This is an optimization exercise on Yosys and OpenROAD, whose aim is small area, a short achievable clock period and few clock cycles per item, not a production implementation. Function was checked by simulation only, so behaviour that the tests miss may differ from the original.

Setup of old:
==> flow/design.v <==
module absdiff (
	input  wire [30:0] x,
	input  wire [30:0] y,
	output wire [30:0] d,
	output wire        xgty,
	output wire        xeqy
);
localparam N = 31;
localparam L = 5;
wire [N-1:0] p0 = ~(x ^ y);
wire [N-1:0] g0 = x & ~y;
reg [N-1:0] G;
reg [N-1:0] P;
reg [N-1:0] c;
integer l, i;
always @* begin
	G = g0;
	P = p0;
	for (l = 0; l < L; l = l + 1)
		for (i = 0; i < N; i = i + 1)
			if ((i >> l) & 1) begin
				G[i] = G[i] | (P[i] & G[((i >> l) << l) - 1]);
				P[i] = P[i] & P[((i >> l) << l) - 1];
			end
	c[0] = G[N-1];
	for (i = 1; i < N; i = i + 1)
		c[i] = G[i-1] | (P[i-1] & G[N-1]);
end
wire gall = G[N-1];
assign d    = p0 ^ c ^ {N{~gall}};
assign xgty = gall;
assign xeqy = P[N-1];
endmodule
module top(
		input wire [31:0] opa,
		input wire [31:0] opb,
		input wire start,
		input wire rst,
		input wire clk,
		output reg done,
		output reg [31:0] result
);
reg        busy;
reg        zf;      
reg        zbp;     
reg        gy;      
reg  [4:0] k;
reg [31:0] a;
reg [31:0] b;
wire        xgty;
wire        xeqy;
wire [30:0] dh;
wire [30:0] xh = a[31:1] & {31{b[0]}};
wire [30:0] yh = b[31:1] & {31{gy}};
absdiff u_absdiff(.x(xh), .y(yh), .d(dh), .xgty(xgty), .xeqy(xeqy));
wire eqt = xeqy & a[0] & b[0];
wire b1  = (b == 32'd1);    
wire fin = zf | eqt | b1;
wire kz  = (k == 5'd0);
always @* begin
	done   = busy & fin & kz;
	result = b;
end
wire accept = start & (~busy | done);
wire [2:0] tz = xh[2:0] ^ yh[2:0];
reg  [30:0] ds;
always @* begin
	if (tz[0])      ds = dh;
	else if (tz[1]) ds = {1'b0, dh[30:1]};
	else if (tz[2]) ds = {2'b0, dh[30:2]};
	else            ds = {3'b0, dh[30:3]};
end
wire opaz = (opa == 32'd0);
wire opbz = (opb == 32'd0);
reg  [4:0] kin;
wire [31:0] oab = opa | opb;
integer i;
always @* begin
	kin = 5'd0;
	for (i = 31; i >= 0; i = i - 1)
		if (oab[i]) kin = i[4:0];
	if (opaz || opbz) kin = 5'd0;
end
always @(posedge clk or negedge rst) begin
	if (~rst) begin
		busy <= 1'b0;
	end else begin
		busy <= start | (busy & ~done);
	end
end
wire zfn = accept ? opaz : (fin | zbp);
wire an0 = accept ? opa[0] : ((|tz) | dh[3]);
wire bn0 = accept ? opb[0] : (~fin & (xgty ? b[0] : a[0]));
always @(posedge clk) begin
	zf  <= zfn;
	gy  <= (an0 | ~bn0) & ~zfn;
	zbp <= accept & opbz;
	if (accept) begin
		a <= opa;
		b <= opb;
		k <= kin;
	end else begin
		a <= {1'b0, ds};
		if (fin) begin
			b <= {b[30:0], 1'b0};
			k <= k - 5'd1;
		end else if (~xgty)
			b <= a;
	end
end
endmodule
export LEC_CHECK = 0
export CAP_MARGIN = 20
export CORE_MARGIN = 2
export CORE_UTILIZATION = 40
export SETUP_SLACK_MARGIN = 2.7
export SLEW_MARGIN = 20
create_clock -name core_clock -period 7.0 [get_ports {clk}]
standard.sh (not shown) runs the stock make flow with config.mk's settings and CLKGATE_MAP_FILE= SYNTH_SCRIPT=/design/flow/synth_recipe.tcl, a recipe that flattens the netlist after the stock synthesis.
==> flow/flow/run.sh <==
#!/bin/bash
# Standard layout, with plain buf_1 cells as the port buffers.
set -euo pipefail
export BUFFER_PORTS_ARGS="-buffer_cell sky130_fd_sc_hd__buf_1"
bash standard.sh > standard.log 2>&1
Testbench counts of old, summed over its fixed seeds: cycles 51,745, items 2,400.
Inputs modified between old and new:
--- a/flow/design.v
+++ b/flow/design.v
@@ -17,11 +17,17 @@
 	G = g0;
 	P = p0;
 	for (l = 0; l < L; l = l + 1)
 		for (i = 0; i < N; i = i + 1)
-			if ((i >> l) & 1) begin
-				G[i] = G[i] | (P[i] & G[((i >> l) << l) - 1]);
-				P[i] = P[i] & P[((i >> l) << l) - 1];
+			if ((i + 1) % (2 << l) == 0) begin
+				G[i] = G[i] | (P[i] & G[i - (1 << l)]);
+				P[i] = P[i] & P[i - (1 << l)];
+			end
+	for (l = L - 2; l >= 0; l = l - 1)
+		for (i = 0; i < N; i = i + 1)
+			if ((i + 1) % (2 << l) == (1 << l) && i >= (2 << l)) begin
+				G[i] = G[i] | (P[i] & G[i - (1 << l)]);
+				P[i] = P[i] & P[i - (1 << l)];
 			end
 	c[0] = G[N-1];
 	for (i = 1; i < N; i = i + 1)
 		c[i] = G[i-1] | (P[i-1] & G[N-1]);
@@ -43,15 +49,16 @@
 reg        busy;
 reg        zf;      
 reg        zbp;     
 reg        gy;      
+reg        gx;      
 reg  [4:0] k;
 reg [31:0] a;
 reg [31:0] b;
 wire        xgty;
 wire        xeqy;
 wire [30:0] dh;
-wire [30:0] xh = a[31:1] & {31{b[0]}};
+wire [30:0] xh = a[31:1] & {31{gx}};
 wire [30:0] yh = b[31:1] & {31{gy}};
 absdiff u_absdiff(.x(xh), .y(yh), .d(dh), .xgty(xgty), .xeqy(xeqy));
 wire eqt = xeqy & a[0] & b[0];
 wire b1  = (b == 32'd1);    
@@ -93,8 +100,9 @@
 wire bn0 = accept ? opb[0] : (~fin & (xgty ? b[0] : a[0]));
 always @(posedge clk) begin
 	zf  <= zfn;
 	gy  <= (an0 | ~bn0) & ~zfn;
+	gx  <= bn0;
 	zbp <= accept & opbz;
 	if (accept) begin
 		a <= opa;
 		b <= opb;
Notes after the runs:
- In new, final area is lower than in old.
- Between new and old, netlist area before placement is higher for new, old comes in under that.
- Summary: relative max-transition margin, new better than old
- Largest net degree at the start of global routing: new vs old up about 40%
- [compare] base=old new=new: layout cell share with drive strength beyond 1 down 3.7 points, number of gates resized after CTS down 15.
Testbench counts of new, summed over its fixed seeds: cycles 51,745, items 2,400.

[afterwards: timing with drivers on the ports]
Ports are ideal in the flow. The routed layouts listed here were re-timed in OpenROAD. Step 1 assumes that a clkbuf_16 drives the clock port and a buf_2 every other input. Step 2 also shifts input and output timing later by t, the mid clock arrival at the registers, as if the neighbouring blocks saw the same clock. a / b / c = ideal ports / drivers / drivers and shift; a / b = the first two.
run	t, ns	setup slack, ns	hold slack, ns	clock arrival spread, ns	worst data-port slew with drivers (ns)
old	0.392	2.753 / 2.705 / 2.866	0.502 / 0.502 / 0.502	0.008 / 0.008	0.04
new	0.377	2.813 / 2.774 / 2.895	0.522 / 0.522 / 0.522	0.007 / 0.006	0.05
After both steps every run listed still meets setup and hold.
